This is an optimization exercise on Yosys and OpenROAD, whose aim is small area and a short achievable clock period, not a production implementation. Function was checked by simulation only, so behaviour that the tests miss may differ from the original. No run shown here takes its clock network from TritonCTS; it comes from the design's own scripts or RTL. No driver is modelled on the clock port, so clock power and skew are understated where the tree is cut down; a real chip needs a root buffer or a tree.

## flow/design.v (module list and top-level ports; edited modules follow where they fit)
// module bw_fa: 4 lines
// module bw_ha: 4 lines
// module bw_booth_enc: 12 lines
// module bw_xnor: 3 lines
// module bw_or: 3 lines
// module bw_fa1: 4 lines
// module baughWooleyArrayMultiplier: 2194 lines
// module mul32: 22 lines
module mul32 (
    input             clk,
    input      [31:0] a,
    input      [31:0] b,
    output reg [63:0] product
);
  // ...
==> flow/flow/run.sh <==
#!/bin/bash
export BUFFER_PORTS_ARGS="-buffer_cell sky130_fd_sc_hd__buf_2"
export CTS_ARGS="-sink_clustering_enable -repair_clock_nets -dont_use_dummy_load"
export POST_CTS_TCL="$PWD/flow/clock_inv.tcl"
export SETUP_SLACK_MARGIN=23.35
export SETUP_MOVE_SEQUENCE="unbuffer,sizeup,swap"
export POST_GLOBAL_PLACE_TCL="$PWD/flow/keep_outputs.tcl"
export PRE_FINAL_REPORT_TCL="$PWD/flow/release.tcl"
# ORFS writes each step's full log under orfs/logs/; the make and DEF export
# output goes to standard.log.
bash standard.sh > standard.log 2>&1
==> flow/flow/clock_inv.tcl <==
# Clock tree rework, run after CTS. CTS builds one root buffer that drives
# every leaf buffer across the die. Here the clock port instead drives up to
# four root inverters, one per quadrant of the leaves, and each leaf buffer
# becomes an inverter: every register's clock still passes through the same
# two stages (now inverting twice), keeping the tree balanced, with about
# half the insertion delay. Leaf clusters and flip-flops are left as CTS
# made them.
set root_cell sky130_fd_sc_hd__clkinv_16
set leaf_cell sky130_fd_sc_hd__clkinv_4
set block [ord::get_db_block]
set port_net [[$block findBTerm clk] getNet]
set roots {}
foreach it [$port_net getITerms] { lappend roots [$it getInst] }
if {[llength $roots] != 1} { error "clock_roots: expected one root buffer, found [llength $roots]" }
set root [lindex $roots 0]
set root_master [[$root getMaster] getName]
set root_out ""
foreach it [$root getITerms] {
  if {[$it isOutputSignal]} { set root_out [$it getNet] }
}
set leaves {}
foreach it [$root_out getITerms] {
  if {[$it isInputSignal]} { lappend leaves $it }
}
# every leaf must be a buffer whose output drives only flip-flop clock pins
foreach it $leaves {
  set li [$it getInst]
  if {![string match "*clkbuf*" [[$li getMaster] getName]]} { error "clock_roots: unexpected leaf [$li getName]" }
  foreach o [$li getITerms] {
    if {[$o isOutputSignal]} {
      foreach s [[$o getNet] getITerms] {
        if {[$s isInputSignal] && ![string match "*dfxtp*" [[[$s getInst] getMaster] getName]]} {
          error "clock_roots: leaf [$li getName] drives [[$s getInst] getName]"
        }
      }
    }
  }
}
puts "clock_roots: root [$root getName] ($root_master) drives [llength $leaves] pins"
# split the leaves at the median x, then each half at its median y
proc loc {it} {
  set b [[$it getInst] getBBox]
  return [list [expr {([$b xMin] + [$b xMax]) / 2}] [expr {([$b yMin] + [$b yMax]) / 2}]]
}
set pts {}
foreach it $leaves { lappend pts [concat [loc $it] [list $it]] }
set pts [lsort -integer -index 0 $pts]
set h [expr {[llength $pts] / 2}]
set groups {}
foreach half [list [lrange $pts 0 [expr {$h - 1}]] [lrange $pts $h end]] {
  set half [lsort -integer -index 1 $half]
  set q [expr {[llength $half] / 2}]
  lappend groups [lrange $half 0 [expr {$q - 1}]] [lrange $half $q end]
}
set n 0
foreach g $groups {
  if {[llength $g] == 0} continue
  set sx 0; set sy 0
  foreach p $g { incr sx [lindex $p 0]; incr sy [lindex $p 1] }
  set cx [expr {$sx / [llength $g]}]
  set cy [expr {$sy / [llength $g]}]
  set bname "clkroot_$n"
  set nname "clkroot_net_$n"
  set inst [odb::dbInst_create $block [[ord::get_db] findMaster $root_cell] $bname]
  set net [odb::dbNet_create $block $nname]
  $inst setLocation $cx $cy
  $inst setPlacementStatus PLACED
  $net setSigType CLOCK
  foreach p $g {
    set it [lindex $p 2]
    $it disconnect
    $it connect $net
  }
  foreach it [$inst getITerms] {
    if {[$it isOutputSignal]} { $it connect $net }
    if {[$it isInputSignal]} { $it connect $port_net }
  }
  puts "clock_roots: $bname at $cx $cy drives [llength $g] pins"
  incr n
}
# replace each leaf buffer by an inverter at the same place
set k 0
foreach it $leaves {
  set li [$it getInst]
  set in_net ""
  set out_net ""
  foreach t [$li getITerms] {
    if {[$t isInputSignal]} { set in_net [$t getNet] }
    if {[$t isOutputSignal]} { set out_net [$t getNet] }
  }
  set loc [$li getLocation]
  set ni [odb::dbInst_create $block [[ord::get_db] findMaster $leaf_cell] "clkleaf_$k"]
  $ni setLocation [lindex $loc 0] [lindex $loc 1]
  $ni setPlacementStatus PLACED
  odb::dbInst_destroy $li
  foreach t [$ni getITerms] {
    if {[$t isInputSignal]} { $t connect $in_net }
    if {[$t isOutputSignal]} { $t connect $out_net }
  }
  incr k
}
odb::dbInst_destroy $root
odb::dbNet_destroy $root_out
detailed_placement
check_placement
estimate_parasitics -placement
==> flow/flow/keep_outputs.tcl <==
set block [ord::get_db_block]
set die [$block getDieArea]
set cx [expr {([$die xMin] + [$die xMax]) / 2}]
set cy [expr {([$die yMin] + [$die yMax]) / 2}]
set n 0
set moved 0
foreach bt [$block getBTerms] {
  if {[$bt getIoType] != "OUTPUT"} continue
  foreach it [[$bt getNet] getITerms] {
    if {![$it isOutputSignal]} continue
    set buf [$it getInst]
    $buf setDoNotTouch 1
    incr n
    set bb [$buf getBBox]
    set bx [expr {([$bb xMin] + [$bb xMax]) / 2}]
    set by [expr {([$bb yMin] + [$bb yMax]) / 2}]
    foreach bi [$buf getITerms] {
      if {![$bi isInputSignal]} continue
      foreach d [[$bi getNet] getITerms] {
        if {![$d isOutputSignal]} continue
        set ff [$d getInst]
        if {![[$ff getMaster] isSequential]} continue
        # 4 um from the buffer towards the die centre
        set dx [expr {$cx - $bx}]
        set dy [expr {$cy - $by}]
        set len [expr {sqrt(double($dx) * $dx + double($dy) * $dy)}]
        if {$len < 1} { set len 1 }
        set step [expr {4.0 * [$block getDbUnitsPerMicron]}]
        set x [expr {int($bx + $dx / $len * $step)}]
        set y [expr {int($by + $dy / $len * $step)}]
        $ff setLocation $x $y
        incr moved
      }
    }
  }
}
puts "keep_outputs: $n output buffers marked dont_touch, $moved flip-flops moved next to them"
==> flow/flow/release.tcl <==
# Run at the start of the final report step, before its global_connect: drop
# the dont_touch marks that flow/keep_outputs.tcl set on the output port
# buffers, so that global_connect ties their supply pins to VDD and VSS.
set n 0
foreach inst [[ord::get_db_block] getInsts] {
  if {[$inst isDoNotTouch]} {
    $inst setDoNotTouch 0
    incr n
  }
}
puts "release: cleared dont_touch on $n cells"
==> flow/standard.sh <==
#!/bin/bash
# synth_recipe.tcl (not shown) runs the flow's synth.tcl, then flattens the netlist and writes it again
# the make line also repeats each setting of config.mk as NAME=value (left out here)
make -C /OpenROAD-flow-scripts/flow DESIGN_CONFIG=/design/flow/config.mk WORK_HOME=/design/flow/orfs CLKGATE_MAP_FILE= SYNTH_SCRIPT=/design/flow/synth_recipe.tcl "${@:-finish}"
==> flow/config.mk <==
export PLATFORM = sky130hd
export DESIGN_NAME = mul32
export DESIGN_NICKNAME = mul32
export VERILOG_FILES = /design/flow/design.v
export SDC_FILE = /design/flow/constraint.sdc
export NUM_CORES = 4
export LEC_CHECK = 0
export ABC_AREA = 1
export CAP_MARGIN = 20
export CORE_MARGIN = 2
export CORE_UTILIZATION = 40
export SLEW_MARGIN = 20
export SYNTH_HIERARCHICAL = 1
export SYNTH_MINIMUM_KEEP_SIZE = 0
==> flow/constraint.sdc <==
create_clock -name core_clock -period 30.0 [get_ports {clk}]
set_input_delay 6.0000 -clock core_clock [delete_from_list [all_inputs] [get_ports {clk}]]
set_output_delay 6.0000 -clock core_clock [all_outputs]
set_load 0.01 [all_outputs]
==> run_results.csv, run 1 <==
group,metric,value,unit
place,place_area,24900,um2
logic_synthesis,synth.distinct_cells,34,
final_layout,nMultiInputCombCells,1838,
logic_synthesis,synth_compound_area_share,14.8,%
place,dp.final_hpwl,53800,um
logic_synthesis,syn_nets,3014,
final_layout,n_all_inverters,166,
logic_synthesis,synth-xor-area-share,20.2,%
logic_synthesis,yosysTopAreaCellShare,39.2,%
logic_synthesis,synth-simple-area-share,3.00,%
routing,route.met3.wl,10300,um
final_layout,largest_register_ffs,64,
timing,tns,0,ns
logic_synthesis,synth_commonest_cells,"xor2_1 (530), o22ai_1 (496), fa_1 (469), clkbuf_1 (221)",
global_routing,busiest_layer,"met2",
timing,hold_violations,0,
floorplan,pin_count,129,
timing,hold_slack,0.773,ns
run_status,outcome,"finished clean",
setup_path,cp-end-kind,"output pin",
logic_synthesis,syn-cell-area,24000,um2
global_routing,grt_usage,26.8,%
routing,met2_length,37700,um
run,drv_cap,0,
global_routing,grt_antenna_before_repair,0,
==> inputs of run 2 (changes only) <==
==> flow/flow/run.sh (replaced) <==
#!/bin/bash
export BUFFER_PORTS_ARGS="-buffer_cell sky130_fd_sc_hd__buf_2"
export CTS_ARGS="-sink_clustering_enable -repair_clock_nets -dont_use_dummy_load"
export POST_CTS_TCL="$PWD/flow/clock_inv.tcl"
export SETUP_SLACK_MARGIN=23.35
export POST_GLOBAL_PLACE_TCL="$PWD/flow/keep_outputs.tcl"
export PRE_FINAL_REPORT_TCL="$PWD/flow/release.tcl"
bash standard.sh > standard.log 2>&1
--- a/flow/flow/keep_outputs.tcl
+++ b/flow/flow/keep_outputs.tcl
@@ -34,4 +34,18 @@
     }
   }
 }
+# input port buffers: the input paths have slack to spare, so the smallest
+# buffer does
+set nin 0
+foreach bt [$block getBTerms] {
+  if {[$bt getIoType] != "INPUT" || [$bt getSigType] == "CLOCK"} continue
+  foreach it [[$bt getNet] getITerms] {
+    set inst [$it getInst]
+    if {[$it isInputSignal] && [[$inst getMaster] getName] == "sky130_fd_sc_hd__buf_2"} {
+      replace_cell [$inst getName] sky130_fd_sc_hd__buf_1
+      incr nin
+    }
+  }
+}
+puts "keep_outputs: $nin input port buffers set to buf_1"
 puts "keep_outputs: $n output buffers marked dont_touch, $moved flip-flops moved next to them"
==> run_results.csv, run 2 <==
group,metric,value,unit
run_status,outcome,"finished clean",
routing,drc_errors,0,
floorplan,rows,89,
final_layout,largest-register,"product",
routing,drt_iter0_drc,2769,
setup_path,cp-end-kind,"output pin",
floorplan,dieArea,61900,um2
logic_synthesis,synthArstFlopShare,0,%
setup_path,crit_chain,"buf_2",
global_routing,grt_max_degree,34,
setup_path,r2r_cells,20,
routing,dr.pass1.iters,6,
logic_synthesis,yosysMostFrequentCell,"xor2_1",
clock_tree,clk_latency,0.17,ns
setup_path,crit_arrival,0.63,ns
routing,viasPerCell,6.30,
setup_path,regToRegSetupSlack,23.53,ns
logic_synthesis,yosys_most_used_dff,"dfxtp_1",
final_layout,multi_input_area,19400,um2
final_layout,largest_register_ffs,64,
timing,setup_violations,0,
logic_synthesis,synth-edff-count,0,
timing,tns,0,ns
timing,final_max_slew_viol_count,0,
logic_synthesis,seq_area_frac_synth,12.0,%
run,drv_cap,0,
worst_hold_path,worstHoldStart,"none_q[0]",
floorplan,start_util,40.5,%
logic_synthesis,synth_commonest_cells,"xor2_1 (530), o22ai_1 (496), fa_1 (469), clkbuf_1 (221)",
setup_path,path_delay_family,"flip-flops",
worst_hold_path,whs_path_depth,2,
final_layout,layout-drive-gt1-share,9.98,%
timing,rsz0062_at_grt,"yes",
final_layout,diodes,0,
logic_synthesis,syn_area_per_cell,9.94,um2
final_layout,instances_no_fill,3118,
final_layout,reg_top3,"product (64), na_q (32)",
worst_hold_path,worstHoldEndpoint,"product[0]",
global_routing,grt_antenna_before_repair,2,
logic_synthesis,syn-cell-area,24000,um2
global_routing,grt_pass1_vias,21000,
place,dp.final_hpwl,53900,um
logic_synthesis,synth.distinct_cells,34,
setup_path,crit_buf_inv,1,
floorplan,die_w,249,um
logic_synthesis,yosysTopAreaCellShare,39.2,%
place,dp_cells,3095,
floorplan,die_y,249,um
final_layout,seqCellArea,2960,um2
logic_synthesis,ys_warn_count,7,
setup_path,cp_slowest_cell,"dfxtp_2",
final_layout,layout_common_cells,"xor2_1 (529), o22ai_1 (496), fa_1 (469), inv_1 (143), nand2_1 (117)",
timing,worst_pin_slew,1.06,ns
setup_path,max_stage_delay,0.33,ns
worst_hold_path,hold_path_class,"register to register",
setup_path,cp_max_fo,1,
timing,period_needed,6.63,ns
logic_synthesis,synth_area_leaders,"fa_1 (39%), xor2_1 (19%), o22ai_1 (13%), dfxtp_1 (12%), ha_1 (3.5%)",
timing,fin_crit_sh,22.1,%
floorplan,coreArea,59100,um2
timing,slew_headroom,29.6,%
floorplan,pin_count,129,
final_layout,layout_commonest_cell,"xor2_1",
setup_path,cp_data_required_time,24.00,ns
logic_synthesis,syn_nets,3014,
timing,hold_violations,0,
routing,ant_nets,0,
logic_synthesis,synthCells,2412,
setup_path,reg2reg_to,"product[59]",
timing,max_freq,151,MHz
routing,detailroute.via_count,19600,
final_layout,area_delta_synth_final,5.14,%
clock_tree,clock-sinks,144,
timing,finClkSkew,0.0469,ns
final_layout,nets,2949,
final_layout,fill_cells,5609,
global_routing,grt_pass1_wl,127000,um
global_routing,grt_usage,26.9,%
setup_path,setup.worst_path.class,"register to output pin",
clock_tree,path_clk_slew,0.12,ns
routing,totalWireLength,84200,um
logic_synthesis,synth_top_area_cell,"fa_1",
logic_synthesis,synth_seq_cells,144,
setup_path,cp-start-kind,"register",
place,io_buffers,128,
global_routing,grt_remaining_overflow,0,
setup_path,r2r-start,"none_q[5]",
routing,routedWlPerCell,27.0,um
-- run 2: kinds of logic after synthesis --
logic type / synth area share, %
AO/OA/AOI/OAI: 14.8
XOR/XNOR: 20.2
adder cells (fa/ha/maj): 42.7
buffers and inverters: 7.22
AND/OR/NAND/NOR: 3.00
flip-flops: 12.0
-- run 2: cell type report --
cell class | instances | share of cell area, %
sequential | 144 | 11.7
timing repair buffer | 197 | 4.37
multi-input combinational | 1838 | 76.8
tap | 773 | 3.84
inverter | 166 | 3.22
-- run 2: worst max-delay path by stage --
stage                              to  slack (ns)         from  cells after the start
after floorplan            product[0]       23.67   product[0]                      0
after global placement      ntwo_q[4]       23.48         b[7]                      3
after detailed placement    ntwo_q[1]       23.43         b[1]                      4
after global routing      product[54]       23.35  product[54]                      1
final                     product[54]       23.37  product[54]                      1
-- run 2: routing by layer --
metal  track usage (%)  part of all wire, %  vias to the layer above
li1                  -                    -                     7873
met5                 0                0.034                        -
met4              14.1                  5.5                        4
met3              8.50                   12                      337
met1              33.8                   37                     9930
met2              41.4                   45                     1503
-- run 2: metrics by stage --
step                worst slack [ns]  hold WS, ns  utilization [%]  instance area (um2)
floorplan                      23.67        0.760                -                24000
global placement               23.48        0.825             42.2                24900
detailed placement             23.43        0.826             42.1                24900
global route                   23.35        0.798             42.6                25200
finish                         23.37        0.748             42.6                25200
-- run 2: worst register-to-register path, delay by kind of cell, from the launching register on --
kind	cells	cell delay [ns]
DFF	1	0.90
AOI/OAI and AO/OA	5	0.84
xor gates and xnor gates	2	0.39
and+or+nand+nor	4	0.45
adders and majority gates	8	3.60
buffers and inverters	1	0.14
-- run 2: modules after synthesis, one instance, submodules excluded, a selection --
| module | area, um2 | times used | flops+latches | cells inside |
|---|---|---|---|---|
| bw_xnor | 18.8 | 1 | 0 | 5 |
| bw_booth_enc | 559 | 1 | 0 | 108 |
| baughWooleyArrayMultiplier | 11500 | 1 | 0 | 1671 |
| mul32 | 3000 | 1 | 144 | 176 |
| bw_ha | 12.5 | 15 | 0 | 1 |
| bw_or | 11.3 | 1 | 0 | 3 |
| bw_fa | 20.0 | 434 | 0 | 1 |
==> inputs of run 3 (changes only) <==
==> flow/flow/run.sh (replaced) <==
#!/bin/bash
export BUFFER_PORTS_ARGS="-buffer_cell sky130_fd_sc_hd__buf_2"
export CTS_ARGS="-sink_clustering_enable -repair_clock_nets -dont_use_dummy_load"
export POST_CTS_TCL="$PWD/flow/clock_inv.tcl"
export SETUP_SLACK_MARGIN=23.40
export PRE_GLOBAL_PLACE_TCL="$PWD/flow/size_flops.tcl"
export POST_GLOBAL_PLACE_TCL="$PWD/flow/keep_outputs.tcl"
export PRE_FINAL_REPORT_TCL="$PWD/flow/release.tcl"
bash standard.sh > standard.log 2>&1
--- a/flow/flow/keep_outputs.tcl
+++ b/flow/flow/keep_outputs.tcl
@@ -34,18 +34,4 @@
     }
   }
 }
-# input port buffers: the input paths have slack to spare, so the smallest
-# buffer does
-set nin 0
-foreach bt [$block getBTerms] {
-  if {[$bt getIoType] != "INPUT" || [$bt getSigType] == "CLOCK"} continue
-  foreach it [[$bt getNet] getITerms] {
-    set inst [$it getInst]
-    if {[$it isInputSignal] && [[$inst getMaster] getName] == "sky130_fd_sc_hd__buf_2"} {
-      replace_cell [$inst getName] sky130_fd_sc_hd__buf_1
-      incr nin
-    }
-  }
-}
-puts "keep_outputs: $nin input port buffers set to buf_1"
 puts "keep_outputs: $n output buffers marked dont_touch, $moved flip-flops moved next to them"
==> flow/flow/size_flops.tcl (new file) <==
set block [ord::get_db_block]
# the buffers synthesis put on these nets go first (global placement would
# remove them anyway)
remove_buffers
set n 0
foreach inst [$block getInsts] {
  set m [$inst getMaster]
  if {![$m isSequential]} continue
  if {[$m getName] != "sky130_fd_sc_hd__dfxtp_1" && [$m getName] != "sky130_fd_sc_hd__dfxtp_2"} continue
  set fo 0
  foreach it [$inst getITerms] {
    if {[$it isOutputSignal] && [$it getNet] != "NULL"} {
      set fo [expr {[llength [[$it getNet] getITerms]] - 1}]
    }
  }
  if {$fo > 16} {
    replace_cell [$inst getName] sky130_fd_sc_hd__dfxtp_4
    incr n
  }
}
puts "size_flops: $n flip-flops set to dfxtp_4"
==> run_results.csv, run 3 <==
group,metric,value,unit
timing,final_max_slew_viol_count,0,
final_layout,instances_no_fill,3066,
final_layout,reg_top3,"product (64), na_q (32)",
timing,rsz0062_at_grt,"yes",
setup_path,cp-end-kind,"output pin",
place,dp_cells,3029,
place,post-place-ws,23.49,ns
timing,fin_ws,23.37,ns
logic_synthesis,syn_nets,3014,
final_layout,layout_commonest_cell,"xor2_1",
setup_path,crit_chain,"buf_2",
routing,viasPerCell,6.46,
routing,drt_iter0_drc,2674,
global_routing,grt_antenna_before_repair,0,
global_routing,grt_pass1_wl,130000,um
final_layout,layout_common_cells,"xor2_1 (530), o22ai_1 (496), fa_1 (469), inv_1 (144), buf_2 (128)",
logic_synthesis,synth-edff-count,0,
setup_path,crit_buf_inv,1,
setup_path,cp-start-kind,"register",
final_layout,nets,2897,
logic_synthesis,synthArstFlopShare,0,%
timing,fin_crit_sh,22.1,%
final_layout,area_delta_synth_final,5.77,%
floorplan,dieArea,61900,um2
routing,dr.pass1.iters,8,
global_routing,grt_pass1_vias,20900,
clock_tree,clock-sinks,144,
place,io_buffers,128,
worst_hold_path,hold_path_class,"register to register",
routing,ant_nets,0,
timing,period_needed,6.63,ns
logic_synthesis,synth_area_leaders,"fa_1 (39%), xor2_1 (19%), o22ai_1 (13%), dfxtp_1 (12%), ha_1 (3.5%)",
floorplan,rows,89,
timing,finClkSkew,0.0521,ns
logic_synthesis,synth_top_area_cell,"fa_1",
setup_path,cp_data_required_time,24.00,ns
floorplan,coreArea,59100,um2
timing,slew_headroom,49.2,%
run_status,outcome,"finished clean",
setup_path,cp_max_fo,1,
floorplan,die_y,249,um
timing,worst_pin_slew,0.762,ns
logic_synthesis,yosysTopAreaCellShare,39.2,%
global_routing,grt_max_degree,34,
logic_synthesis,synth_seq_cells,144,
logic_synthesis,yosys_most_used_dff,"dfxtp_1",
logic_synthesis,synth.distinct_cells,34,
routing,routedWlPerCell,29.1,um
timing,hold_violations,0,
final_layout,final_area,25400,um2
global_routing,grt_remaining_overflow,0,
logic_synthesis,seq_area_frac_synth,12.0,%
setup_path,path_delay_family,"flip-flops",
logic_synthesis,ys_warn_count,7,
final_layout,diodes,0,
final_layout,layout-drive-gt1-share,12.7,%
final_layout,largest_register_ffs,64,
routing,detailroute.via_count,19800,
setup_path,setup.worst_path.class,"register to output pin",
clock_tree,path_clk_slew,0.12,ns
routing,totalWireLength,89300,um
setup_path,cp_slowest_cell,"dfxtp_2",
place,place_area,24700,um2
timing,max_freq,151,MHz
floorplan,start_util,40.5,%
logic_synthesis,synth_commonest_cells,"xor2_1 (530), o22ai_1 (496), fa_1 (469), clkbuf_1 (221)",
timing,setup_violations,0,
floorplan,pin_count,129,
logic_synthesis,syn-cell-area,24000,um2
setup_path,max_stage_delay,0.33,ns
timing,tns,0,ns
setup_path,crit_arrival,0.63,ns
final_layout,largest-register,"product",
place,dp.final_hpwl,54200,um
logic_synthesis,yosysMostFrequentCell,"xor2_1",
global_routing,grt_usage,27.6,%
run,drv_cap,0,
clock_tree,clk_latency,0.17,ns
floorplan,die_w,249,um
logic_synthesis,syn_area_per_cell,9.94,um2
routing,drc_errors,0,
final_layout,fill_cells,5579,
logic_synthesis,synthCells,2412,
-- run 3: cell types whose count changed in the layout (fill, tap and decap cells not counted), sizes merged --
| cell | before | now |
|---|---|---|
| buf | 197 | 144 |
| clkbuf | 0 | 1 |
| clkinvlp | 1 | 0 |
| inv | 145 | 146 |
-- run 3: stage by stage --
stage	hold slack [ns]	utilization, %
2_1_floorplan	0.760	-
3_5_place_dp	0.756	41.8
6_report	0.901	42.9
5_1_grt	0.893	42.9
3_3_place_gp	0.674	41.8
-- run 3: cells by family after synthesis --
family,synth area share (%)
AO/OA/AOI/OAI,14.8
XOR/XNOR,20.2
adder cells (fa/ha/maj),42.7
buffers and inverters,7.22
flip-flops,12.0
AND/OR/NAND/NOR,3.00
-- run 3: metal layers --
metal / global-route usage, % / share of wire [%] / vias to the layer above
met2: 42.4 / 44 / 1735
li1: - / - / 7783
met1: 34.6 / 36 / 9920
met5: 0 / 0 / -
met3: 8.87 / 14 / 373
met4: 14.9 / 6.3 / 0
-- run 3: worst min-delay path: stages (launching register included) --
cell     delay, ns
dfxtp_4       0.43
buf_6         0.20
nor2_1        0.20
-- run 3: final timing paths --
check                           slack, ns     endpoint   startpoint  cells past startpoint
worst max-delay path                23.37  product[33]  product[33]                      1
worst min-delay path                 0.90   product[0]    none_q[0]                      2
worst max register to register      23.58  product[59]     neg_q[4]                     22
worst min register to register       0.90   product[0]    none_q[0]                      2
-- run 3: layout make-up --
type	count	area [um2]	share of cell area, %
Timing Repair Buffer	145	1000	3.96
Tap cell	773	967	3.81
Sequential cell	144	3220	12.7
Inverter	166	808	3.19
Multi-Input combinational cell	1838	19400	76.3
-- run 3: per-module statistics from Yosys (local to each module, per instance), excerpt --
module	cells inside	area, um2
baughWooleyArrayMultiplier	1671	11500
bw_ha	1	12.5
bw_booth_enc	108	559
mul32	176	3000
bw_fa	1	20.0
bw_xnor	5	18.8
bw_or	3	11.3
==> inputs of run 4 (changes only) <==
==> flow/flow/run.sh (replaced) <==
#!/bin/bash
export BUFFER_PORTS_ARGS="-buffer_cell sky130_fd_sc_hd__buf_2"
export CTS_ARGS="-sink_clustering_enable -repair_clock_nets -dont_use_dummy_load"
export POST_CTS_TCL="$PWD/flow/clock_inv.tcl"
export SETUP_SLACK_MARGIN=23.30
export PRE_GLOBAL_PLACE_TCL="$PWD/flow/size_flops.tcl"
export POST_GLOBAL_PLACE_TCL="$PWD/flow/keep_outputs.tcl"
export PRE_FINAL_REPORT_TCL="$PWD/flow/release.tcl"
bash standard.sh > standard.log 2>&1
==> run_results.csv, run 4 <==
group,metric,value,unit
worst_hold_path,hold_path_class,"register to register",
clock_tree,clk_latency,0.17,ns
clock_tree,clock-sinks,144,
floorplan,coreArea,59100,um2
timing,period_needed,6.64,ns
routing,dr.pass1.iters,8,
worst_hold_path,worstHoldEndpoint,"product[0]",
setup_path,crit_chain,"buf_2",
final_layout,reg_top3,"product (64), na_q (32)",
floorplan,pin_count,129,
floorplan,start_util,40.5,%
final_layout,final_core_util,42.6,%
final_layout,largest_register_ffs,64,
setup_path,cp_max_fo,1,
final_layout,final_area,25200,um2
routing,ant_nets,0,
final_layout,fill_cells,5598,
setup_path,crit_buf_inv,1,
logic_synthesis,seq_area_frac_synth,12.0,%
logic_synthesis,synth_top_area_cell,"fa_1",
setup_path,cp-end-kind,"output pin",
setup_path,r2r_cells,22,
setup_path,cp_slowest_cell,"dfxtp_1",
timing,hold_violations,0,
setup_path,cp-start-kind,"register",
logic_synthesis,syn_nets,3014,
setup_path,reg2reg_to,"product[59]",
global_routing,grt_pass1_wl,130000,um
routing,routedWlPerCell,28.8,um
global_routing,grt_max_degree,34,
setup_path,setup.worst_path.class,"register to output pin",
timing,worst_pin_slew,0.771,ns
logic_synthesis,synth.distinct_cells,34,
timing,rsz0062_at_grt,"no",
timing,fin_crit_sh,22.1,%
worst_hold_path,worstHoldStart,"none_q[0]",
final_layout,layout_commonest_cell,"xor2_1",
logic_synthesis,synthArstFlopShare,0,%
final_layout,largest-register,"product",
routing,detailroute.via_count,19800,
logic_synthesis,yosysMostFrequentCell,"xor2_1",
floorplan,rows,89,
timing,finClkSkew,0.0530,ns
final_layout,diodes,0,
routing,viasPerCell,6.46,
clock_tree,path_clk_slew,0.12,ns
final_layout,nets,2892,
global_routing,grt_usage,27.6,%
logic_synthesis,synth_area_leaders,"fa_1 (39%), xor2_1 (19%), o22ai_1 (13%), dfxtp_1 (12%), ha_1 (3.5%)",
logic_synthesis,syn_area_per_cell,9.94,um2
timing,tns,0,ns
setup_path,max_stage_delay,0.34,ns
global_routing,grt_remaining_overflow,0,
place,dp.final_hpwl,54200,um
place,dp_cells,3029,
worst_hold_path,whs_path_depth,2,
timing,final_max_slew_viol_count,0,
setup_path,r2r-start,"neg_q[4]",
final_layout,area_delta_synth_final,5.19,%
timing,max_freq,151,MHz
floorplan,die_w,249,um
logic_synthesis,synthCells,2412,
logic_synthesis,synth_seq_cells,144,
global_routing,grt_antenna_before_repair,0,
logic_synthesis,ys_warn_count,7,
timing,setup_violations,0,
final_layout,layout_common_cells,"xor2_1 (530), o22ai_1 (496), fa_1 (469), inv_1 (144), buf_2 (128)",
setup_path,crit_arrival,0.64,ns
setup_path,path_delay_family,"flip-flops",
final_layout,layout-drive-gt1-share,11.7,%
timing,hold_slack,0.895,ns
place,place_area,24700,um2
logic_synthesis,syn-cell-area,24000,um2
run,drv_cap,0,
run_status,outcome,"finished clean",
logic_synthesis,yosys_most_used_dff,"dfxtp_1",
place,io_buffers,128,
floorplan,dieArea,61900,um2
setup_path,regToRegSetupSlack,23.51,ns
timing,slew_headroom,48.6,%
logic_synthesis,yosysTopAreaCellShare,39.2,%
logic_synthesis,synth_commonest_cells,"xor2_1 (530), o22ai_1 (496), fa_1 (469), clkbuf_1 (221)",
routing,drt_iter0_drc,2766,
logic_synthesis,synth-edff-count,0,
global_routing,grt_pass1_vias,20900,
routing,drc_errors,0,
final_layout,instances_no_fill,3061,
setup_path,cp_data_required_time,24.00,ns
floorplan,die_y,249,um
routing,totalWireLength,88200,um
[run 4: cell counts after synthesis]
No cell type changed its count.
[run 4: kinds of logic after synthesis]
family / after synthesis / share of synthesized area [%]
AO/OA/AOI/OAI: 568 / 14.8
XOR/XNOR: 553 / 20.2
AND/OR/NAND/NOR: 180 / 3.00
flip-flops: 144 / 12.0
adder cells (fa/ha/maj): 537 / 42.7
buffers and inverters: 430 / 7.22
[run 4: layout make-up]
type,count,area [um2],share of cell area (%)
Multi-Input combinational cell,1838,19400,76.8
Timing Repair Buffer,140,892,3.54
Sequential cell,144,3190,12.7
Inverter,166,808,3.21
Tap cell,773,967,3.84
[run 4: worst max path at each step]
stage,to,startpoint,cells after the start,slack (ns)
after floorplan,product[0],product[0],0,23.67
after global placement,product[58],product[58],1,23.51
after detailed placement,ntwo_q[1],b[1],3,23.49
after global routing,product[59],none_q[5],23,23.32
final,product[33],product[33],1,23.36
[run 4: Yosys stat by module (local to each module, per instance), excerpt]
module                      flops+latches  times used  cells inside  cell area (um2)
baughWooleyArrayMultiplier              0           1          1671            11500
bw_booth_enc                            0           1           108              559
bw_fa                                   0         434             1             20.0
bw_ha                                   0          15             1             12.5
bw_or                                   0           1             3             11.3
bw_xnor                                 0           1             5             18.8
mul32                                 144           1           176             3000
[run 4: metrics by stage]
step | setup slack (ns)
floorplan | 23.67
detailed placement | 23.49
global route | 23.32
global placement | 23.51
finish | 23.36
[run 4: metal layers]
layer | part of all wire (%) | up-vias | routed length (um) | track usage, %
met5 | 0 | - | 0 | 0
met4 | 6.1 | 0 | 5390 | 14.9
met3 | 14 | 334 | 12100 | 8.87
met2 | 44 | 1775 | 39200 | 42.4
met1 | 36 | 9880 | 31500 | 34.6
li1 | - | 7775 | - | -
==> inputs of run 5 (changes only) <==
==> flow/flow/run.sh (replaced) <==
#!/bin/bash
export BUFFER_PORTS_ARGS="-buffer_cell sky130_fd_sc_hd__buf_2"
export CTS_ARGS="-sink_clustering_enable -repair_clock_nets -dont_use_dummy_load"
export POST_CTS_TCL="$PWD/flow/clock_inv.tcl"
export SETUP_SLACK_MARGIN=23.35
export SETUP_MOVE_SEQUENCE="unbuffer,sizeup,swap"
export POST_GLOBAL_PLACE_TCL="$PWD/flow/keep_outputs.tcl"
export PRE_FINAL_REPORT_TCL="$PWD/flow/release.tcl"
bash standard.sh > standard.log 2>&1
--- a/flow/flow/clock_inv.tcl
+++ b/flow/flow/clock_inv.tcl
@@ -7,6 +7,8 @@
 # made them.
 set root_cell sky130_fd_sc_hd__clkinv_16
 set leaf_cell sky130_fd_sc_hd__clkinv_4
+set big_leaf_cell sky130_fd_sc_hd__clkinv_8
+set big_leaf_load 0.04
 set block [ord::get_db_block]
 set port_net [[$block findBTerm clk] getNet]
 set roots {}
@@ -89,7 +91,25 @@
     if {[$t isOutputSignal]} { set out_net [$t getNet] }
   }
   set loc [$li getLocation]
-  set ni [odb::dbInst_create $block [[ord::get_db] findMaster $leaf_cell] "clkleaf_$k"]
+  # a leaf with a large load (many sinks or long wires) gets the stronger
+  # inverter: estimated load = pins + wire over the half perimeter of the
+  # sinks' bounding box
+  set xs [list [lindex $loc 0]]
+  set ys [list [lindex $loc 1]]
+  set nsink 0
+  foreach t [$out_net getITerms] {
+    if {![$t isInputSignal]} continue
+    set b [[$t getInst] getBBox]
+    lappend xs [$b xMin]
+    lappend ys [$b yMin]
+    incr nsink
+  }
+  set um [$block getDbUnitsPerMicron]
+  set hpwl [expr {double([tcl::mathfunc::max {*}$xs] - [tcl::mathfunc::min {*}$xs] + [tcl::mathfunc::max {*}$ys] - [tcl::mathfunc::min {*}$ys]) / $um}]
+  set load [expr {$nsink * 0.0018 + $hpwl * 0.00019}]
+  set cell $leaf_cell
+  if {$load > $big_leaf_load} { set cell $big_leaf_cell }
+  set ni [odb::dbInst_create $block [[ord::get_db] findMaster $cell] "clkleaf_$k"]
   $ni setLocation [lindex $loc 0] [lindex $loc 1]
   $ni setPlacementStatus PLACED
   odb::dbInst_destroy $li
@@ -97,6 +117,7 @@
     if {[$t isInputSignal]} { $t connect $in_net }
     if {[$t isOutputSignal]} { $t connect $out_net }
   }
+  puts "clock_roots: clkleaf_$k [[$ni getMaster] getName] for $nsink sinks, [format %.0f $hpwl] um"
   incr k
 }
 odb::dbInst_destroy $root
--- a/flow/flow/keep_outputs.tcl
+++ b/flow/flow/keep_outputs.tcl
@@ -34,4 +34,18 @@
     }
   }
 }
+# input port buffers: the input paths have slack to spare, so the smallest
+# buffer does
+set nin 0
+foreach bt [$block getBTerms] {
+  if {[$bt getIoType] != "INPUT" || [$bt getSigType] == "CLOCK"} continue
+  foreach it [[$bt getNet] getITerms] {
+    set inst [$it getInst]
+    if {[$it isInputSignal] && [[$inst getMaster] getName] == "sky130_fd_sc_hd__buf_2"} {
+      replace_cell [$inst getName] sky130_fd_sc_hd__buf_1
+      incr nin
+    }
+  }
+}
+puts "keep_outputs: $nin input port buffers set to buf_1"
 puts "keep_outputs: $n output buffers marked dont_touch, $moved flip-flops moved next to them"
removed: flow/flow/size_flops.tcl
==> run_results.csv, run 5 <==
group,metric,value,unit
setup_path,crit_buf_inv,1,
global_routing,grt_pass1_wl,127000,um
routing,drt_iter0_drc,2619,
global_routing,grt_pass1_vias,21000,
worst_hold_path,hold_path_class,"register to register",
timing,finClkSkew,0.0288,ns
logic_synthesis,synthCells,2412,
routing,routedWlPerCell,27.0,um
logic_synthesis,yosysTopAreaCellShare,39.2,%
global_routing,grt_remaining_overflow,0,
final_layout,largest-register,"product",
final_layout,diodes,0,
final_layout,nets,2946,
logic_synthesis,yosys_most_used_dff,"dfxtp_1",
floorplan,dieArea,61900,um2
setup_path,cp_slowest_cell,"dfxtp_1",
logic_synthesis,ys_warn_count,7,
routing,dr.pass1.iters,6,
final_layout,multi_input_area,19400,um2
final_layout,fill_cells,5611,
worst_hold_path,worstHoldStart,"none_q[0]",
logic_synthesis,synth_commonest_cells,"xor2_1 (530), o22ai_1 (496), fa_1 (469), clkbuf_1 (221)",
floorplan,start_util,40.5,%
clock_tree,clock-sinks,144,
setup_path,crit_arrival,0.61,ns
final_layout,largest_register_ffs,64,
global_routing,grt_usage,26.9,%
timing,max_freq,151,MHz
routing,drc_errors,0,
timing,period_needed,6.61,ns
final_layout,area_delta_synth_final,5.12,%
worst_hold_path,whs_path_depth,2,
run_status,outcome,"finished clean",
timing,final_max_slew_viol_count,0,
logic_synthesis,synth.distinct_cells,34,
routing,detailroute.via_count,19600,
floorplan,die_y,249,um
floorplan,coreArea,59100,um2
routing,viasPerCell,6.30,
setup_path,r2r_cells,21,
timing,worst_pin_slew,1.04,ns
floorplan,pin_count,129,
logic_synthesis,synth-edff-count,0,
final_layout,layout-drive-gt1-share,9.82,%
logic_synthesis,seq_area_frac_synth,12.0,%
floorplan,rows,89,
timing,fin_crit_sh,22.0,%
setup_path,crit_chain,"buf_2",
run,drv_cap,0,
place,dp.final_hpwl,53900,um
setup_path,reg2reg_to,"product[62]",
final_layout,layout_commonest_cell,"xor2_1",
setup_path,path_delay_family,"flip-flops",
routing,ant_nets,0,
setup_path,r2r-start,"none_q[5]",
setup_path,max_stage_delay,0.32,ns
setup_path,regToRegSetupSlack,23.53,ns
logic_synthesis,synth_area_leaders,"fa_1 (39%), xor2_1 (19%), o22ai_1 (13%), dfxtp_1 (12%), ha_1 (3.5%)",
timing,hold_violations,0,
setup_path,cp-end-kind,"output pin",
setup_path,cp_data_required_time,24.00,ns
worst_hold_path,worstHoldEndpoint,"product[0]",
logic_synthesis,syn_nets,3014,
clock_tree,path_clk_slew,0.10,ns
final_layout,layout_common_cells,"xor2_1 (529), o22ai_1 (496), fa_1 (469), inv_1 (143), nand2_1 (117)",
logic_synthesis,synth_seq_cells,144,
routing,totalWireLength,84100,um
logic_synthesis,syn_area_per_cell,9.94,um2
setup_path,cp-start-kind,"register",
final_layout,seqCellArea,2960,um2
logic_synthesis,syn-cell-area,24000,um2
global_routing,grt_max_degree,34,
global_routing,grt_antenna_before_repair,2,
final_layout,reg_top3,"product (64), na_q (32)",
logic_synthesis,yosysMostFrequentCell,"xor2_1",
timing,setup_violations,0,
place,io_buffers,128,
logic_synthesis,synthArstFlopShare,0,%
setup_path,setup.worst_path.class,"register to output pin",
logic_synthesis,synth_top_area_cell,"fa_1",
floorplan,die_w,249,um
setup_path,cp_max_fo,1,
timing,slew_headroom,30.9,%
clock_tree,clk_latency,0.15,ns
timing,tns,0,ns
timing,rsz0062_at_grt,"no",
==> run 5: Yosys stat by module (local to each module, per instance), a selection <==
module	cells inside	times used
bw_booth_enc	108	1
baughWooleyArrayMultiplier	1671	1
bw_fa	1	434
bw_ha	1	15
bw_or	3	1
mul32	176	1
bw_xnor	5	1
==> run 5: area by class of cell <==
| cell class | instances | area share, % |
|---|---|---|
| inverters | 166 | 3.28 |
| flip-flops and latches | 144 | 11.7 |
| repair buffers | 194 | 4.29 |
| multi-input cells | 1838 | 76.8 |
| well taps | 773 | 3.84 |
==> run 5: cells by family (layout without fill, tap and decap cells) <==
logic type	after synthesis	count (layout)	share of synthesized area [%]
AND/OR/NAND/NOR	180	180	3.00
flip-flops	144	144	12.0
XOR/XNOR	553	553	20.2
buffers and inverters	430	360	7.22
adder cells (fa/ha/maj)	537	537	42.7
AO/OA/AOI/OAI	568	568	14.8
==> run 5: stage by stage <==
stage          setup slack, ns  hold WS, ns  instances  utilization (%)  area [um2]
2_1_floorplan            23.67        0.760       2412                -       24000
3_3_place_gp             23.48        0.825       3095             42.2       24900
3_5_place_dp             23.43        0.826       3095             42.1       24900
5_1_grt                  23.36        0.798       3115             42.6       25200
6_report                 23.39        0.749       3115             42.6       25200
==> run 5: routing by layer <==
| metal | up-vias | share of wire (%) | GRT usage, % |
|---|---|---|---|
| li1 | 7880 | - | - |
| met2 | 1543 | 45 | 41.4 |
| met4 | 4 | 6.0 | 14.1 |
| met1 | 9847 | 37 | 33.8 |
| met5 | - | 0.035 | 0 |
| met3 | 360 | 13 | 8.50 |
==> run 5: how the worst max path moves through the flow <==
stage | start | end | slack, ns | cells past startpoint
2_1_floorplan | product[0] | product[0] | 23.67 | 0
3_3_place_gp | b[7] | ntwo_q[4] | 23.48 | 3
3_5_place_dp | b[1] | ntwo_q[1] | 23.43 | 4
5_1_grt | none_q[5] | product[62] | 23.36 | 21
6_report | product[62] | product[62] | 23.39 | 1
==> inputs of run 6 (changes only) <==
--- a/flow/config.mk
+++ b/flow/config.mk
@@ -5,7 +5,7 @@
 export SDC_FILE = /design/flow/constraint.sdc
 export NUM_CORES = 4
 export LEC_CHECK = 0
-export ABC_AREA = 1
+export ABC_AREA = 0
 export CAP_MARGIN = 20
 export CORE_MARGIN = 2
 export CORE_UTILIZATION = 40
==> run_results.csv, run 6 <==
group,metric,value,unit
run_status,outcome,"finished clean",
routing,dr.pass1.iters,6,
timing,hold_violations,0,
setup_path,r2r-start,"none_q[0]",
clock_tree,clock-sinks,144,
place,dp.final_hpwl,51100,um
setup_path,cp_data_required_time,30.01,ns
floorplan,start_util,40.4,%
routing,drt_iter0_drc,2151,
setup_path,regToRegSetupSlack,23.38,ns
timing,fin_crit_sh,22.1,%
global_routing,grt_max_degree,34,
worst_hold_path,worstHoldStart,"na_q[0]",
setup_path,cp_slowest_cell,"a2111o_2",
setup_path,crit_chain,"o22ai_2 > xor2_1 > ha_2 > fa_2 > inv_2 > fa_1 > inv_2 > fa_2 > fa_2 > fa_2 > fa_2 > fa_2 > inv_2 > fa_2 > nor2b_4 > o2111ai_4 > a31oi_4 > a2111o_2 > a31oi_4 > nor3_2 > a21o_1 > a31o_1 > fa_2 > xor2_1",
run,drv_cap,0,
timing,max_freq,151,MHz
setup_path,r2r_cells,24,
final_layout,largest-register,"product",
floorplan,die_w,248,um
floorplan,dieArea,61400,um2
logic_synthesis,yosysMostFrequentCell,"xor2_1",
final_layout,largest_register_ffs,64,
floorplan,die_y,248,um
logic_synthesis,yosys_most_used_dff,"dfxtp_1",
routing,detailroute.via_count,19400,
final_layout,area_delta_synth_final,7.80,%
worst_hold_path,hold_path_class,"register to register",
routing,ant_nets,0,
global_routing,grt_pass1_wl,127000,um
global_routing,grt_usage,27.1,%
global_routing,grt_antenna_before_repair,2,
logic_synthesis,seq_area_frac_synth,12.1,%
timing,rsz0062_at_grt,"yes",
final_layout,layout_common_cells,"xor2_1 (513), o22ai_1 (487), fa_1 (445), dfxtp_1 (90), inv_1 (85)",
setup_path,critPathMostFrequentCell,"fa_2",
logic_synthesis,syn-cell-area,23800,um2
setup_path,reg2reg_to,"product[55]",
setup_path,path_delay_family,"adder cells",
final_layout,nets,2845,
worst_hold_path,worstHoldEndpoint,"product[0]",
logic_synthesis,synth_seq_cells,144,
logic_synthesis,yosysTopAreaCellShare,39.5,%
final_layout,reg_top3,"product (64), na_q (32)",
setup_path,crit_arrival,6.63,ns
timing,finClkSkew,0.0345,ns
logic_synthesis,syn_area_per_cell,10.3,um2
logic_synthesis,synthCells,2316,
final_layout,layout-drive-gt1-share,11.5,%
logic_synthesis,syn_nets,2918,
timing,tns,0,ns
timing,final_max_slew_viol_count,0,
routing,routedWlPerCell,27.3,um
clock_tree,clk_latency,0.16,ns
setup_path,setup.worst_path.class,"register to register",
routing,drc_errors,0,
final_layout,final_core_util,43.5,%
timing,worst_pin_slew,0.734,ns
final_layout,final_area,25600,um2
timing,hold_slack,0.731,ns
routing,totalWireLength,82300,um
logic_synthesis,synth-edff-count,0,
routing,viasPerCell,6.42,
place,io_buffers,128,
logic_synthesis,synth_area_leaders,"fa_1 (39%), xor2_1 (19%), o22ai_1 (13%), dfxtp_1 (12%), clkbuf_1 (3.8%)",
logic_synthesis,synth_top_area_cell,"fa_1",
global_routing,grt_remaining_overflow,0,
logic_synthesis,ys_warn_count,7,
setup_path,cp_max_fo,33,
timing,setup_violations,0,
logic_synthesis,synth_commonest_cells,"xor2_1 (513), o22ai_1 (496), fa_1 (469), clkbuf_1 (238), dfxtp_1 (144)",
logic_synthesis,synthArstFlopShare,0,%
clock_tree,path_clk_slew,0.08,ns
floorplan,coreArea,58900,um2
setup_path,cp-end-kind,"register",
worst_hold_path,whs_path_depth,2,
global_routing,grt_pass1_vias,21000,
timing,slew_headroom,51.0,%
final_layout,layout_commonest_cell,"xor2_1",
setup_path,max_stage_delay,0.63,ns
setup_path,cp-start-kind,"register",
timing,period_needed,6.62,ns
setup_path,crit_buf_inv,3,
logic_synthesis,synth.distinct_cells,45,
floorplan,rows,89,
floorplan,pin_count,129,
place,place_area,24700,um2
## run 6: per-stage QoR
stage	std cells	setup slack [ns]
6_report	3015	23.38
5_1_grt	3014	23.18
3_5_place_dp	2994	22.24
3_3_place_gp	2994	22.37
2_1_floorplan	2316	23.66
## run 6: worst max-delay path by stage
stage	startpoint	endpoint	slack (ns)	cells after the start
2_1_floorplan	b[31]	ntwo_q[15]	23.66	2
3_3_place_gp	none_q[0]	product[59]	22.37	24
3_5_place_dp	none_q[0]	product[59]	22.24	24
5_1_grt	none_q[0]	product[55]	23.18	24
6_report	none_q[0]	product[55]	23.38	24
## run 6: cell families after synthesis
family                   synth area share (%)
AND/OR/NAND/NOR                          2.58
flip-flops                               12.1
XOR/XNOR                                 20.4
AO/OA/AOI/OAI                            15.6
buffers and inverters                    6.22
adder cells (fa/ha/maj)                  43.1
## run 6: routing by layer
layer	vias to the layer above	GRT usage [%]	share of wire, %
li1	7711	-	-
met1	9834	32.8	36
met4	0	16.7	6.5
met3	378	6.04	10
met2	1444	44.0	48
met5	-	0	0
## run 6: layout make-up
cell class / instances / area, um2
antenna: 1 / 2.50
fill: 5518 / 33300
inverter: 108 / 628
multi-input combinational: 1795 / 19600
sequential: 144 / 2990
tap: 773 / 967
timing repair buffer: 194 / 1400
## run 6: worst register-to-register path: stages (launching register included)
cell and delay (ns):
dfxtp_4 0.57, o22ai_2 0.16, xor2_1 0.16, ha_2 0.20, fa_2 0.34, inv_2 0.06, fa_1 0.17, inv_2 0.05
fa_2 0.36, fa_2 0.38, fa_2 0.41, fa_2 0.38, fa_2 0.37, inv_2 0.07, fa_2 0.23, nor2b_4 0.06
o2111ai_4 0.27, a31oi_4 0.15, a2111o_2 0.63, a31oi_4 0.43, nor3_2 0.12, a21o_1 0.22, a31o_1 0.19, fa_2 0.33
xor2_1 0.16
## run 6: per-module statistics from Yosys (local to each module, per instance), a selection
| module | cell area, um2 | cells | flops+latches |
|---|---|---|---|
| bw_or | 6.26 | 1 | 0 |
| bw_ha | 12.5 | 1 | 0 |
| mul32 | 3000 | 176 | 144 |
| bw_booth_enc | 523 | 78 | 0 |
| baughWooleyArrayMultiplier | 11400 | 1611 | 0 |
| bw_fa | 20.0 | 1 | 0 |
| bw_xnor | 8.76 | 1 | 0 |
==> inputs of run 7 (changes only) <==
--- a/flow/flow/clock_inv.tcl
+++ b/flow/flow/clock_inv.tcl
@@ -8,7 +8,7 @@
 set root_cell sky130_fd_sc_hd__clkinv_16
 set leaf_cell sky130_fd_sc_hd__clkinv_4
 set big_leaf_cell sky130_fd_sc_hd__clkinv_8
-set big_leaf_load 0.04
+set big_leaf_load 0.03
 set block [ord::get_db_block]
 set port_net [[$block findBTerm clk] getNet]
 set roots {}
--- a/flow/config.mk
+++ b/flow/config.mk
@@ -5,7 +5,7 @@
 export SDC_FILE = /design/flow/constraint.sdc
 export NUM_CORES = 4
 export LEC_CHECK = 0
-export ABC_AREA = 0
+export ABC_AREA = 1
 export CAP_MARGIN = 20
 export CORE_MARGIN = 2
 export CORE_UTILIZATION = 40
==> run_results.csv, run 7 <==
group,metric,value,unit
logic_synthesis,synth-edff-count,0,
clock_tree,clock-sinks,144,
routing,viasPerCell,6.32,
clock_tree,clk_latency,0.16,ns
place,place_area,24900,um2
final_layout,final_area,25300,um2
logic_synthesis,yosysMostFrequentCell,"xor2_1",
floorplan,rows,89,
floorplan,start_util,40.5,%
worst_hold_path,worstHoldEndpoint,"product[0]",
timing,fin_ws,23.40,ns
floorplan,pin_count,129,
setup_path,crit_arrival,0.60,ns
routing,drc_errors,0,
setup_path,r2r_cells,21,
setup_path,max_stage_delay,0.31,ns
logic_synthesis,synth_area_leaders,"fa_1 (39%), xor2_1 (19%), o22ai_1 (13%), dfxtp_1 (12%), ha_1 (3.5%)",
timing,tns,0,ns
worst_hold_path,whs_path_depth,2,
run,drv_cap,0,
place,io_buffers,128,
timing,slew_headroom,30.3,%
worst_hold_path,worstHoldStart,"none_q[0]",
setup_path,path_delay_family,"flip-flops",
final_layout,area_delta_synth_final,5.43,%
timing,rsz0062_at_grt,"no",
place,post-place-ws,23.43,ns
setup_path,cp-end-kind,"output pin",
setup_path,crit_chain,"buf_2",
final_layout,layout_commonest_cell,"xor2_1",
global_routing,grt_usage,26.9,%
setup_path,cp_data_required_time,24.00,ns
routing,detailroute.via_count,19700,
setup_path,crit_buf_inv,1,
timing,setup_violations,0,
final_layout,largest-register,"product",
setup_path,cp_slowest_cell,"dfxtp_1",
final_layout,reg_top3,"product (64), na_q (32)",
timing,hold_violations,0,
logic_synthesis,synth_seq_cells,144,
logic_synthesis,seq_area_frac_synth,12.0,%
floorplan,coreArea,59100,um2
logic_synthesis,synthCells,2412,
timing,max_freq,152,MHz
clock_tree,path_clk_slew,0.07,ns
logic_synthesis,synth_top_area_cell,"fa_1",
floorplan,dieArea,61900,um2
routing,totalWireLength,84100,um
setup_path,r2r-start,"none_q[5]",
logic_synthesis,yosys_most_used_dff,"dfxtp_1",
setup_path,reg2reg_to,"product[62]",
setup_path,cp_max_fo,1,
timing,worst_pin_slew,1.05,ns
floorplan,die_w,249,um
logic_synthesis,synth_commonest_cells,"xor2_1 (530), o22ai_1 (496), fa_1 (469), clkbuf_1 (221)",
final_layout,diodes,0,
timing,fin_crit_sh,22.0,%
routing,dr.pass1.iters,6,
worst_hold_path,hold_path_class,"register to register",
setup_path,cp-start-kind,"register",
global_routing,grt_pass1_vias,21000,
setup_path,regToRegSetupSlack,23.59,ns
routing,ant_nets,0,
logic_synthesis,yosysTopAreaCellShare,39.2,%
routing,routedWlPerCell,27.0,um
global_routing,grt_pass1_wl,127000,um
global_routing,grt_remaining_overflow,0,
timing,final_max_slew_viol_count,0,
timing,finClkSkew,0.0261,ns
timing,period_needed,6.60,ns
setup_path,setup.worst_path.class,"register to output pin",
floorplan,die_y,249,um
global_routing,grt_antenna_before_repair,2,
logic_synthesis,ys_warn_count,7,
run_status,outcome,"finished clean",
logic_synthesis,syn_nets,3014,
logic_synthesis,synthArstFlopShare,0,%
logic_synthesis,syn-cell-area,24000,um2
final_layout,nets,2946,
final_layout,largest_register_ffs,64,
logic_synthesis,syn_area_per_cell,9.94,um2
logic_synthesis,synth.distinct_cells,34,
routing,drt_iter0_drc,2616,
global_routing,grt_max_degree,34,
final_layout,layout_common_cells,"xor2_1 (529), o22ai_1 (496), fa_1 (469), inv_1 (143), nand2_1 (117)",
final_layout,layout-drive-gt1-share,9.78,%
place,dp.final_hpwl,53900,um
## run 7: area by class of cell
type | count | area, um2
fillers | 5605 | 33900
multi-input cells | 1838 | 19400
flip-flops and latches | 144 | 2960
repair buffers | 194 | 1090
well taps | 773 | 967
inverters | 166 | 895
## run 7: metal layers
layer | GRT usage, % | wire [um] | vias to the layer above
li1 | - | - | 7877
met1 | 33.8 | 30700 | 9869
met2 | 41.4 | 37700 | 1605
met3 | 8.50 | 11000 | 324
met4 | 14.1 | 4700 | 4
met5 | 0 | 34 | -
## run 7: modules after synthesis, one instance, submodules excluded, excerpt
module / flops+latches / cell area (um2)
baughWooleyArrayMultiplier: 0 / 11500
mul32: 144 / 3000
bw_booth_enc: 0 / 559
bw_fa: 0 / 20.0
bw_xnor: 0 / 18.8
bw_ha: 0 / 12.5
bw_or: 0 / 11.3
## run 7: logic make-up (layout without fill, tap and decap cells)
kind of cell	Yosys count	in the layout	share of synthesized area, %
AOI/OAI and AO/OA	568	568	14.8
and+or+nand+nor	180	180	3.00
adders and majority gates	537	537	42.7
buffers and inverters	430	360	7.22
DFF	144	144	12.0
xor gates and xnor gates	553	553	20.2
## run 7: worst max-delay path by stage
stage                     start     endpoint  slack [ns]  cells past startpoint
finish              product[54]  product[54]       23.40                      1
floorplan            product[0]   product[0]       23.67                      0
detailed placement         b[1]    ntwo_q[1]       23.43                      4
global placement           b[7]    ntwo_q[4]       23.48                      3
global route          none_q[4]  product[62]       23.35                     24
## run 7: per-stage QoR
step                cells  hold WS [ns]  utilization, %
detailed placement   3095         0.826            42.1
global route         3115         0.829            42.7
global placement     3095         0.825            42.2
floorplan            2412         0.760               -
finish               3115         0.783            42.7
==> inputs of run 8 (changes only) <==
==> flow/flow/run.sh (replaced) <==
#!/bin/bash
export BUFFER_PORTS_ARGS="-buffer_cell sky130_fd_sc_hd__buf_2"
export CTS_ARGS="-sink_clustering_enable -repair_clock_nets -dont_use_dummy_load"
export POST_CTS_TCL="$PWD/flow/clock_inv.tcl"
export SETUP_SLACK_MARGIN=23.30
export SETUP_MOVE_SEQUENCE="unbuffer,sizeup,swap"
export POST_GLOBAL_PLACE_TCL="$PWD/flow/keep_outputs.tcl"
export PRE_FINAL_REPORT_TCL="$PWD/flow/release.tcl"
# ORFS writes each step's full log under orfs/logs/; the make and DEF export
# output goes to standard.log.
bash standard.sh > standard.log 2>&1
==> run_results.csv, run 8 <==
group,metric,value,unit
logic_synthesis,synthCells,2412,
logic_synthesis,synth-edff-count,0,
logic_synthesis,yosysTopAreaCellShare,39.2,%
setup_path,cp_max_fo,1,
floorplan,rows,89,
setup_path,crit_arrival,0.60,ns
timing,hold_violations,0,
logic_synthesis,synth.distinct_cells,34,
floorplan,start_util,40.5,%
floorplan,dieArea,61900,um2
setup_path,cp_data_required_time,24.00,ns
timing,hold_slack,0.769,ns
logic_synthesis,yosysMostFrequentCell,"xor2_1",
setup_path,path_delay_family,"flip-flops",
routing,drc_errors,0,
global_routing,grt_pass1_vias,21000,
setup_path,cp-end-kind,"output pin",
place,io_buffers,128,
worst_hold_path,hold_path_class,"register to register",
timing,tns,0,ns
timing,final_max_slew_viol_count,0,
logic_synthesis,synth_top_area_cell,"fa_1",
routing,viasPerCell,6.34,
timing,finClkSkew,0.0258,ns
global_routing,grt_max_degree,34,
setup_path,r2r-start,"none_q[5]",
setup_path,crit_chain,"buf_2",
final_layout,fill_cells,5605,
run,drv_cap,0,
setup_path,cp-start-kind,"register",
final_layout,largest_register_ffs,64,
floorplan,coreArea,59100,um2
final_layout,largest-register,"product",
global_routing,grt_pass1_wl,127000,um
final_layout,area_delta_synth_final,5.32,%
logic_synthesis,seq_area_frac_synth,12.0,%
logic_synthesis,syn-cell-area,24000,um2
place,dp.final_hpwl,53900,um
timing,period_needed,6.60,ns
final_layout,layout-drive-gt1-share,9.74,%
place,place_area,24900,um2
logic_synthesis,syn_area_per_cell,9.94,um2
run_status,outcome,"finished clean",
worst_hold_path,worstHoldStart,"none_q[0]",
floorplan,die_y,249,um
global_routing,grt_antenna_before_repair,2,
floorplan,pin_count,129,
setup_path,cp_slowest_cell,"dfxtp_1",
routing,routedWlPerCell,27.0,um
timing,rsz0062_at_grt,"no",
setup_path,setup.worst_path.class,"register to output pin",
global_routing,grt_remaining_overflow,0,
final_layout,final_area,25200,um2
setup_path,crit_buf_inv,1,
timing,fin_crit_sh,22.0,%
routing,drt_iter0_drc,2568,
logic_synthesis,yosys_most_used_dff,"dfxtp_1",
clock_tree,clk_latency,0.16,ns
final_layout,final_core_util,42.7,%
logic_synthesis,synth_seq_cells,144,
logic_synthesis,synth_commonest_cells,"xor2_1 (530), o22ai_1 (496), fa_1 (469), clkbuf_1 (221)",
routing,dr.pass1.iters,8,
setup_path,startpoint,"product[54]",
timing,setup_violations,0,
final_layout,seqCellArea,2950,um2
logic_synthesis,syn_nets,3014,
final_layout,multi_input_area,19400,um2
timing,max_freq,152,MHz
logic_synthesis,synthArstFlopShare,0,%
setup_path,max_stage_delay,0.31,ns
timing,slew_headroom,30.5,%
final_layout,layout_commonest_cell,"xor2_1",
clock_tree,path_clk_slew,0.07,ns
routing,ant_nets,0,
logic_synthesis,ys_warn_count,7,
timing,worst_pin_slew,1.04,ns
routing,detailroute.via_count,19700,
floorplan,die_w,249,um
final_layout,layout_common_cells,"xor2_1 (530), o22ai_1 (496), fa_1 (469), inv_1 (143), nand2_1 (117)",
final_layout,nets,2946,
clock_tree,clock-sinks,144,
final_layout,diodes,0,
routing,totalWireLength,84200,um
global_routing,grt_usage,26.9,%
logic_synthesis,synth_area_leaders,"fa_1 (39%), xor2_1 (19%), o22ai_1 (13%), dfxtp_1 (12%), ha_1 (3.5%)",
final_layout,reg_top3,"product (64), na_q (32)",
-- run 8: cell counts after synthesis --
No cell type changed its count.
-- run 8: per-module statistics from Yosys (local to each module, per instance), a selection --
module / flip-flops and latches / copies in the design / cells inside / area [um2]
baughWooleyArrayMultiplier: 0 / 1 / 1671 / 11500
bw_booth_enc: 0 / 1 / 108 / 559
bw_fa: 0 / 434 / 1 / 20.0
bw_ha: 0 / 15 / 1 / 12.5
bw_or: 0 / 1 / 3 / 11.3
bw_xnor: 0 / 1 / 5 / 18.8
mul32: 144 / 1 / 176 / 3000
-- run 8: cell type report --
class	instances	share of cell area [%]
timing repair buffer	194	4.26
multi-input combinational	1838	76.7
sequential	144	11.7
inverter	166	3.54
tap	773	3.83
-- run 8: path summary, 6_finish.rpt --
check | end | slack (ns) | cells past startpoint
min reg2reg | product[0] | 0.77 | 2
max reg2reg | product[62] | 23.57 | 21
max | product[54] | 23.40 | 1
min | product[0] | 0.77 | 2
-- run 8: metal layers --
layer  routed length (um)  GRT usage [%]  part of all wire, %
met1                31100           33.8                   37
met2                37600           41.4                   45
met3                10800           8.50                   13
met4                 4750           14.1                  5.6
met5                   29              0                0.034
-- run 8: stage by stage --
step	cells	worst slack [ns]
2_1_floorplan	2412	23.67
3_3_place_gp	3095	23.48
3_5_place_dp	3095	23.43
5_1_grt	3115	23.31
6_report	3115	23.40
-- run 8: cells by family (layout without fill, tap and decap cells) --
family / after synthesis / count (layout) / synth area share (%)
AOI/OAI and AO/OA: 568 / 568 / 14.8
xor gates and xnor gates: 553 / 553 / 20.2
adders and majority gates: 537 / 537 / 42.7
buffers and inverters: 430 / 360 / 7.22
and+or+nand+nor: 180 / 180 / 3.00
DFF: 144 / 144 / 12.0

[afterwards: timing with drivers on the ports]
How much do the figures lean on ideal ports? The routed layouts below were timed once more, with nothing changed but the port constraints.
Step 1 assumes that a clkbuf_16 drives the clock port and a buf_2 every other input.
Step 2 adds t to the input delays and takes it off the output delays; t is the mean of the earliest and latest rising clock arrival at the registers after step 1. Input paths then give back, and output paths get back, about the clock's delay inside the block.
Three values: no drivers, after step 1, after step 2; two values: the first two.
run | t (ns) | setup slack, ns | worst hold slack (ns) | pins driven straight from the clock port
run 1 | 0.366 | 23.404 / 23.169 / 23.499 | 0.773 / 0.773 / 0.773 | 4
run 2 | 0.383 | 23.367 / 23.131 / 23.402 | 0.748 / 0.748 / 0.748 | 4
run 3 | 0.388 | 23.366 / 23.123 / 23.484 | 0.901 / 0.901 / 0.901 | 4
run 4 | 0.390 | 23.363 / 23.120 / 23.481 | 0.895 / 0.895 / 0.895 | 4
run 5 | 0.377 | 23.392 / 23.155 / 23.404 | 0.749 / 0.749 / 0.749 | 4
run 6 | 0.392 | 23.383 / 23.148 / 23.314 | 0.731 / 0.732 / 0.732 | 4
run 7 | 0.385 | 23.399 / 23.158 / 23.409 | 0.783 / 0.784 / 0.784 | 4
run 8 | 0.385 | 23.400 / 23.158 / 23.410 | 0.769 / 0.770 / 0.770 | 4
After both steps setup and hold are still met in every run listed. For run 6, which loses most, drivers alone change the setup slack by -0.235 ns; drivers and shift together by -0.069 ns.
